Context: an optimization exercise on an open-source flow, tuned for small area, a short achievable clock period and few clock cycles per item. The choices shown serve that exercise and are no tape-out recipe. RTL that was checked went through simulation tests only; none was proved equivalent to the original. No activity file was given, so power comes from the tool's default toggle rates.

## SequentialNonrestoringDivider128Bit
module SequentialNonrestoringDivider128Bit(
    input  [127:0] dividend_q,
    input  [127:0] divisor_m,
    input          clk,
    input          reset_n,
    output [127:0] quotient,
    output [127:0] remainder,
    output         done
    );
clock: 5.5 ns
lec_check: 0
cap_margin: 20
core_margin: 2
core_utilization: 60
cts_buf_list: sky130_fd_sc_hd__clkbuf_8
setup_slack_margin: 3.0
slew_margin: 20
standard.sh (not shown) runs the stock make flow with config.mk's settings and CLKGATE_MAP_FILE= SYNTH_SCRIPT=/design/flow/synth_recipe.tcl, a recipe that flattens the netlist after the stock synthesis.
==> flow/flow/run.sh <==
#!/bin/bash
# The standard layout, except that the input and output ports are buffered with
# buf_1 cells (resizable later) instead of the delay buffer buffer_ports picks.
set -euo pipefail
export BUFFER_PORTS_ARGS="-buffer_cell sky130_fd_sc_hd__buf_1"
bash standard.sh > standard_flow.log 2>&1
Testbench counts at the start, summed over its fixed seeds: cycles 29,684, items 384.
Change:
- SETUP_SLACK_MARGIN: 3.0 -> 2.0
What happened: Critical path depth rose by 1. Hold slack improves by 0.067 ns. Final area decreases by about 1.8%. Sequential power is about the same.

========
== try-nickel ==
The RTL this note starts from:
==> flow/design.v <==
`timescale 1ns / 1ps
module SequentialNonrestoringDivider128Bit(
    input  [127:0] dividend_q,
    input  [127:0] divisor_m,
    input          clk,
    input          reset_n,
    output [127:0] quotient,
    output [127:0] remainder,
    output         done
    );
    reg [127:0] r;       
    reg [127:0] q;       
    reg [7:0]   cnt;     
    reg         skip;    
    wire [15:0] nz;
    wire [15:0] hi;
    genvar k;
    generate
        for (k = 0; k < 16; k = k + 1) begin : g_nz
            assign nz[k] = |divisor_m[8*k+7:8*k];
        end
        for (k = 0; k < 16; k = k + 1) begin : g_hi
            if (k == 15) begin : g_top
                assign hi[k] = 1'b0;
            end else begin : g_or
                assign hi[k] = |nz[15:k+1];
            end
        end
    endgenerate
    wire [127:0] a  = {r[126:0], q[127]};
    wire [127:0] g0 = a & ~divisor_m;
    wire [127:0] p0 = a | ~divisor_m;
    wire [127:0] x0 = a ^ ~divisor_m;
    wire [127:0] gl [0:7];
    wire [127:0] pl [0:7];
    assign gl[0] = {g0[127:1], g0[0] | p0[0]};   
    assign pl[0] = p0;
    genvar l, i;
    generate
        for (l = 0; l < 7; l = l + 1) begin : g_lvl
            for (i = 0; i < 128; i = i + 1) begin : g_bit
                if ((i >> l) & 1) begin : g_node
                    assign gl[l+1][i] = gl[l][i] | (pl[l][i] & gl[l][((i >> l) << l) - 1]);
                    assign pl[l+1][i] = pl[l][i] & pl[l][((i >> l) << l) - 1];
                end else begin : g_pass
                    assign gl[l+1][i] = gl[l][i];
                    assign pl[l+1][i] = pl[l][i];
                end
            end
        end
    endgenerate
    wire [127:0] diff = x0 ^ {gl[7][126:0], 1'b1};
    wire         qbit = r[127] | gl[7][127];
    always @(posedge clk or negedge reset_n) begin
        if (!reset_n)
            cnt <= 8'd0;
        else if (!cnt[7])
            cnt <= skip ? cnt + 8'd8 : cnt + 8'd1;
    end
    wire         step  = reset_n & ~cnt[7] & ~skip;
    wire         take  = step & qbit;
    wire [127:0] r_alt = step      ? {r[126:0], q[127]} :
                         ~reset_n  ? 128'd0 :
                         cnt[7]    ? r : {r[119:0], q[127:120]};
    wire [127:0] r_nxt = take ? diff : r_alt;
    always @(posedge clk)
        r <= r_nxt;
    always @(posedge clk) begin
        if (!reset_n) begin
            q    <= dividend_q;
            skip <= |divisor_m[127:8];
        end else if (!cnt[7]) begin
            if (skip) begin
                q    <= {q[119:0], 8'd0};
                skip <= hi[cnt[6:3] + 4'd1];
            end else begin
                q    <= {q[126:0], qbit};
                skip <= 1'b0;
            end
        end
    end
    assign done      = cnt[7];
    assign quotient  = q;
    assign remainder = r;
endmodule
==> flow/config.mk <==
export PLATFORM = sky130hd
export DESIGN_NAME = SequentialNonrestoringDivider128Bit
export DESIGN_NICKNAME = SequentialNonrestoringDivider128Bit
export VERILOG_FILES = /design/flow/design.v
export SDC_FILE = /design/flow/constraint.sdc
export NUM_CORES = 4
export LEC_CHECK = 0
export CAP_MARGIN = 20
export CORE_MARGIN = 2
export CORE_UTILIZATION = 60
export CTS_BUF_LIST = sky130_fd_sc_hd__clkbuf_8
export SETUP_SLACK_MARGIN = 1.0
export SLEW_MARGIN = 20
==> flow/constraint.sdc <==
create_clock -name core_clock -period 5.5 [get_ports {clk}]
set_input_delay 1.1000 -clock core_clock [delete_from_list [all_inputs] [get_ports {clk}]]
set_output_delay 1.1000 -clock core_clock [all_outputs]
set_load 0.01 [all_outputs]
Scripts as last shown in full above: flow/flow/run.sh
Testbench counts of try-nickel, summed over its fixed seeds: cycles 29,684, items 384.
What try-tundra does differently from try-nickel at the input level:
diff --git a/flow/config.mk b/flow/config.mk
--- a/flow/config.mk
+++ b/flow/config.mk
@@ -12 +12 @@
-export SETUP_SLACK_MARGIN = 1.0
+export SETUP_SLACK_MARGIN = 2.0
Notes after the runs:
- Looking at logic depth of the worst path, buffers included, try-tundra sits 3 above try-nickel.
- Summary of try-tundra over try-nickel: worst-case headroom to the max-slew limit shows an increase of 5.8 points; number of cells in the finished layout apart from fillers increased by 34 relative to the old numbers; cell area after layout now sits higher.
- Changes observed in try-tundra relative to try-nickel: wire length up 5.6%; shortest clock period the worst path allows after layout went down 0.15 ns; share of post-route cells with drive strength above 1 higher; number of non-clock buffers in the layout picked up an extra about 5.4%; global-route usage up 1.7 points.
- Of try-tundra and try-nickel, it is try-tundra that has the higher initial antenna violation count.
Input changes introduced in try-indigo (baseline for comparison: try-tundra):
diff --git a/flow/config.mk b/flow/config.mk
--- a/flow/config.mk
+++ b/flow/config.mk
@@ -10,3 +10 @@
-export CORE_UTILIZATION = 60
-export CTS_BUF_LIST = sky130_fd_sc_hd__clkbuf_8
-export SETUP_SLACK_MARGIN = 2.0
+export CORE_UTILIZATION = 40
[summary]
- A worst setup path endpoint of r[25] is what try-indigo shows, while r[21] belongs to try-tundra.
- Delta (try-indigo minus try-tundra): post-route fraction of the period consumed by the critical path saw an increase; maximum frequency decreased 13%; non-clock buffer count decreased by about 7% relative to the old numbers.
- try-indigo — pin count of the biggest net entering global routing about 80% higher, try-tundra as reference
- Going from try-tundra to try-indigo, the cell count along the critical path was found to have gone down by 2.
- Cts-stage hold buffer count: try-indigo vs try-tundra identical
- Of try-indigo and try-tundra, the run reporting the higher clock tree cell share of total cell area was try-indigo.
- Relative to try-tundra, the clock period minus final worst setup slack of try-indigo is higher by 0.61 ns.
- Compared try-indigo vs try-tundra, and global routing usage summed across all routing layers is down in try-indigo.
[inputs] try-lagoon vs try-indigo
diff --git a/flow/config.mk b/flow/config.mk
--- a/flow/config.mk
+++ b/flow/config.mk
@@ -7,0 +8 @@
+export ABC_CLOCK_PERIOD_IN_PS = 2500
@@ -10,0 +12 @@
+export SETUP_SLACK_MARGIN = 2.0
[summary]
Via count is lower on try-indigo
Power share of the clock group: try-lagoon < try-indigo
Compared with try-indigo, placement density in the core of try-lagoon is higher.

========
Setup of alpha:
Starts from the design.v that is shown in full above.
Settings: LEC_CHECK=0, CAP_MARGIN=20, CORE_MARGIN=2, CORE_UTILIZATION=40, CTS_BUF_LIST=sky130_fd_sc_hd__clkbuf_8, SETUP_SLACK_MARGIN=2.0, SLEW_MARGIN=20; clock period 5.5 ns.
Scripts as last shown in full above: flow/flow/run.sh
Per the final summary, alpha finished and its layout is clean on timing, DRC and antenna.
Testbench counts of alpha, summed over its fixed seeds: cycles 29,684, items 384.
What beta does differently from alpha at the input level:
- CORE_UTILIZATION: 40 -> 50
## What came out
- Per the final summary, beta finished and its layout is clean on timing, DRC and antenna.
- From alpha to beta the numbers moved as follows: worst max-slew margin expressed relative to the limit now sits higher; relative contribution of the clock network to total power shows an increase of 0.6 points; arrival time reported for the critical path endpoint picked up an extra 0.08 ns.
- Run comparison: beta endpoint of the most critical setup path r[94]$_DFFE_PP_; alpha endpoint of the most critical setup path r[39]$_DFFE_PP_
- Power: beta draws more than alpha
--- input diff beta..gamma ---
- CTS_BUF_LIST changed from sky130_fd_sc_hd__clkbuf_8 to sky130_fd_sc_hd__clkbuf_4
- CORE_UTILIZATION changed from 50 to 40
==> comparison <==
- gamma completed end to end with timing, DRC and antenna clean.
- In the metrics for beta and gamma, the one carrying the lower critical path's largest stage delay is beta.
- Taking beta as the reference, in gamma number of non-clock buffers went up by 5.5%; period utilization now larger; slack of the worst reg-to-reg path went down; hold slack down 0.14 ns; final design area excluding fillers now larger.
Modified inputs, delta compared to gamma
- changing CORE_UTILIZATION from 40 to 60
- changing SLEW_MARGIN from 20 to 0
- changing CTS_BUF_LIST from sky130_fd_sc_hd__clkbuf_4 to sky130_fd_sc_hd__clkbuf_8
- changing CAP_MARGIN from 20 to 0
Notes after the runs:
delta against gamma: number of vias per cell went up, clock network fraction of design power fell by 0.4 points, mapped cell area saw little to no change, final setup skew was more or less identical.
Cell at the slowest stage of the critical path = edfxtp_1: gamma; cell at the slowest stage of the critical path = or3_4: delta
Largest net degree at the start of global routing went down by more than a quarter going from gamma to delta.
Diff gamma..delta | multi-input logic cell count | negligible
delta vs. gamma: share of the cycle needed by the critical path after routing went down by 2.1 points.

========
Setup of run A:
SequentialNonrestoringDivider128Bit, a different RTL version from the one above (not shown whole).
Size in the first run: roughly 2,800 cells after synthesis, roughly 390 flip-flops, ~520 I/O pins, roughly 0.025 mm^2 of cells after synthesis.
clock: 5.5 ns
lec_check: 0
abc_clock_period_in_ps: 2500
cap_margin: 20
core_margin: 2
core_utilization: 40
setup_slack_margin: 2.0
slew_margin: 20
run.sh (not shown) runs the stock make flow with config.mk's settings and CLKGATE_MAP_FILE= SYNTH_SCRIPT=/design/flow/synth_recipe.tcl, a recipe that flattens the netlist after the stock synthesis.
Stock flow here: none of the scripts above is used.
No stage failed in run A, and the final checks on the layout all came back clean.
#### Input delta (run B over run A)
==> flow/flow/run.sh (new file) <==
#!/bin/bash
# The standard layout, except that the input and output ports are buffered with
# buf_1 cells (resizable later) instead of the delay buffer buffer_ports picks.
set -euo pipefail
export BUFFER_PORTS_ARGS="-buffer_cell sky130_fd_sc_hd__buf_1"
bash standard.sh > standard_flow.log 2>&1
==> flow/standard.sh (new file) <==
#!/bin/bash
# synth_recipe.tcl (not shown) runs the flow's synth.tcl, then flattens the netlist and writes it again
# the make line also repeats each setting of config.mk as NAME=value (left out here)
make -C /OpenROAD-flow-scripts/flow DESIGN_CONFIG=/design/flow/config.mk WORK_HOME=/design/flow/orfs CLKGATE_MAP_FILE= SYNTH_SCRIPT=/design/flow/synth_recipe.tcl "${@:-finish}"
removed: flow/run.sh
Notes after the runs:
Compare run B and run A | hold slack higher: run B. Slowest stage cell on the critical path = edfxtp_1: run A; slowest stage cell on the critical path = o31ai_1: run B. Global-route usage down 2.2 points in run B wrt run A. On worst path required time, the lower figure sits with run A, not run B. Summary of the comparison: data arrival at the endpoint of the critical path is lower in run B, relative to run A. Against run A, power in run B fell by a few percent. Run B vs. run A: design internal power decreased 6.9%, clock buffer count decreased 9.7%.
Here is what was changed in the inputs of run C compared with run B.
- swapping 2.0 for 3.0 in SETUP_SLACK_MARGIN
- swapping 2500 for 2000 in ABC_CLOCK_PERIOD_IN_PS
### Flow results
Compared with run B, run C shows a met2 wire length that is about 1.2% higher. Run C reports a higher utilization than run B does. Comparing the two runs side by side, run C comes out behind run B on overall via count from detail_route. Clock share of power: run C vs run B down 1.2 points.
No run of this note included a check of the RTL's function; only the layout flow was run.

========
Another version of the RTL of SequentialNonrestoringDivider128Bit (not shown whole).
Size in the first run: ~3100 cells after synthesis, roughly 390 flip-flops.
==> flow/design.v (excerpt) <==
module SequentialNonrestoringDivider128Bit(
    input  [127:0] dividend_q,
    input  [127:0] divisor_m,
    input          clk,
    input          reset_n,
    output [127:0] quotient,
    output [127:0] remainder,
    output         done
    );
make LEC_CHECK=0 ABC_CLOCK_PERIOD_IN_PS=2500 CAP_MARGIN=20 CORE_MARGIN=2 CORE_UTILIZATION=40 SETUP_SLACK_MARGIN=2.0 SLEW_MARGIN=20 finish   # period 5.5 ns
Stock flow here: none of the scripts above is used.
Rerun with:
==> flow/flow/run.sh (new file) <==
#!/bin/bash
# The standard layout, except that the input and output ports are buffered with
# buf_1 cells (resizable later) instead of the delay buffer buffer_ports picks.
set -euo pipefail
export BUFFER_PORTS_ARGS="-buffer_cell sky130_fd_sc_hd__buf_1"
bash standard.sh > standard_flow.log 2>&1
==> flow/standard.sh (new file) <==
#!/bin/bash
# synth_recipe.tcl (not shown) runs the flow's synth.tcl, then flattens the netlist and writes it again
# the make line also repeats each setting of config.mk as NAME=value (left out here)
make -C /OpenROAD-flow-scripts/flow DESIGN_CONFIG=/design/flow/config.mk WORK_HOME=/design/flow/orfs CLKGATE_MAP_FILE= SYNTH_SCRIPT=/design/flow/synth_recipe.tcl "${@:-finish}"
removed: flow/run.sh
Outcome: The changed run produced a clean layout; sequential share of layout area grows by 3.2 points; wire length decreases by 9.0%; combinational power went down by about 10%; non-clock buffer count fell by 24; count of clock-buffer cells in the layout fell by 8.
Function was not checked in any run of this note: the RTL went through the layout flow alone.

========
job 101:
SequentialNonrestoringDivider128Bit, a different RTL version from the one above (not shown whole).
Size in the first run: about 520 I/O pins, ~0.020 sq mm of cells after synthesis.
Design SequentialNonrestoringDivider128Bit, start of the top module:
module SequentialNonrestoringDivider128Bit(
    input  [127:0] dividend_q,
    input  [127:0] divisor_m,
    input          clk,
    input          reset_n,
    output [127:0] quotient,
    output [127:0] remainder,
    output         done
    );
clock: 5.5 ns
lec_check: 0
cap_margin: 20
core_margin: 2
core_utilization: 55
cts_buf_list: sky130_fd_sc_hd__clkbuf_8
setup_slack_margin: 2.5
slew_margin: 20
standard.sh (not shown) runs the stock make flow with config.mk's settings and CLKGATE_MAP_FILE= SYNTH_SCRIPT=/design/flow/synth_recipe.tcl, a recipe that flattens the netlist after the stock synthesis.
==> flow/flow/run.sh <==
#!/bin/bash
# The standard layout, except that the input and output ports are buffered with
# buf_1 cells (resizable later) instead of the delay buffer buffer_ports picks.
set -euo pipefail
export BUFFER_PORTS_ARGS="-buffer_cell sky130_fd_sc_hd__buf_1"
bash standard.sh > standard_flow.log 2>&1
The final layout from job 101, which completed every stage, passed the timing, DRC and antenna checks at the end of the flow.
Testbench counts of job 101, summed over its fixed seeds: cycles 27,948, items 384.
> inputs changed (job 101 -> job 105)
Settings: CORE_UTILIZATION changed from 55 to 60.
Notes after the runs:
- Job 105 vs. job 101: simple-gate portion of the synthesized area essentially unchanged; core utilization increased 4.5 points.
- Job 101 has a higher routed wire length than job 105.
- Job 105 — met2 wire length 2300 um lower, job 101 as reference
- Status: sequential cell area parity (job 101, job 105)
- Overall track demand over capacity in global routing ends up lower on job 101.
- When job 105 is set beside job 101, its fraction of final layout cells sized beyond drive strength 1 turns out to be 2.1 points smaller.

========
zinc:
SequentialNonrestoringDivider128Bit, a different RTL version from the one above (not shown whole).
For scale: roughly 270 flip-flops, about 520 I/O pins, about 23000 um2 of cells after synthesis.
Settings: LEC_CHECK=0, CAP_MARGIN=20, CORE_MARGIN=2, CORE_UTILIZATION=40, SLEW_MARGIN=20; clock period 5.5 ns.
run.sh (not shown) runs the stock make flow with config.mk's settings and CLKGATE_MAP_FILE= SYNTH_SCRIPT=/design/flow/synth_recipe.tcl, a recipe that flattens the netlist after the stock synthesis.
Stock flow here: none of the scripts above is used.
Testbench counts of zinc, summed over its fixed seeds: cycles 29,684, items 384.
The inputs of onyx differ from those of zinc as listed below.
- setting SETUP_SLACK_MARGIN to 2.0 for the first time
- setting ABC_CLOCK_PERIOD_IN_PS to 2500 for the first time
### Flow results
Fmax: onyx above zinc. When onyx is set beside zinc, its cell depth of the worst flop-to-flop path turns out to be 3 larger. Clock skew, zinc and onyx: larger value in onyx. Total power in onyx is 3.3 mW above zinc. Cmp onyx vs zinc: worst setup slack higher in onyx.
Modified inputs, willow compared to onyx
- removing SETUP_SLACK_MARGIN (formerly 2.0)
- changing CORE_UTILIZATION from 40 to 60
Results
Net count reported at finish: willow < onyx
The part of the total power dissipated in combinational logic in willow sits 8.3 points below the value recorded for onyx.
Comparing willow and onyx, final cell count is lower on willow.
Routed metal-1 wire length: willow vs onyx down 23%
Total buffers and inverters traversed by the critical path: willow < onyx
Total power of willow is lower than that of onyx.
For sierra, these inputs were changed with respect to willow:
- an added SETUP_SLACK_MARGIN of 2.5
==> comparison <==
sierra never completed, since it errored out during 5_1_grt. Looking at number of cells after detailed placement, sierra sits about 1.1% below willow. On buffers inserted during post-CTS setup optimization, the higher figure sits with sierra, not willow. When sierra is measured against willow, its count of cells resized by post-cts repair turns out 776 higher. Standard-cell row count: sierra vs willow, no meaningful difference. Compared with willow, number of clock buffers inserted by TritonCTS in sierra increased by a few percent.

==> separate check: timing with driven ports <==
The flow's constraints put no driver on any port. The routed layouts listed below were extracted and timed again, unchanged, in two steps.
Step 1: set_driving_cell puts a clkbuf_16 on clk and a buf_2 on each other input, an assumption about the parent block.
Step 2, shift: input delay + t, output delay - t, t = (earliest + latest rising clock arrival at the registers) / 2. This alone moves slack from input paths to output paths.
a / b / c = no drivers / after step 1 / after step 2; a / b = the first two.
run	shift t [ns]	setup WS [ns]	clock arrival spread, ns
the first run of note 1	0.687	1.610 / 1.610 / 0.958	0.034 / 0.034
the second run of note 1	0.702	1.620 / 1.608 / 0.906	0.043 / 0.043
try-nickel	0.644	1.095 / 1.121 / 0.477	0.041 / 0.040
try-tundra	0.702	1.246 / 1.271 / 0.569	0.039 / 0.039
try-indigo	0.595	0.637 / 0.670 / 0.074	0.019 / 0.019
try-lagoon	0.619	1.110 / 1.145 / 0.526	0.013 / 0.014
alpha	0.694	1.256 / 1.281 / 0.587	0.043 / 0.043
beta	0.702	1.287 / 1.310 / 0.608	0.035 / 0.034
gamma	0.839	1.119 / 1.119 / 0.508	0.034 / 0.033
delta	0.702	1.237 / 1.263 / 0.561	0.037 / 0.037
run A	0.658	1.612 / 1.612 / 1.435	0.029 / 0.030
run B	0.650	1.744 / 1.744 / 1.450	0.028 / 0.028
run C	0.662	1.721 / 1.721 / 1.721	0.022 / 0.022
the first run of note 5	0.681	1.364 / 1.364 / 1.364	0.026 / 0.026
the second run of note 5	0.652	1.307 / 1.307 / 1.307	0.029 / 0.028
job 101	0.718	1.681 / 1.706 / 0.988	0.049 / 0.049
job 105	0.661	1.588 / 1.603 / 0.942	0.041 / 0.041
zinc	0.631	0.376 / 0.413 / -0.218	0.016 / 0.017
onyx	0.629	1.426 / 1.430 / 0.802	0.025 / 0.025
willow	0.664	0.416 / 0.448 / -0.216	0.055 / 0.056
With both steps, setup timing fails in zinc and willow, where it was met with ideal ports. The setup slack of the second run of note 1, which loses most, moves by -0.012 ns with the drivers and by -0.714 ns with both steps.
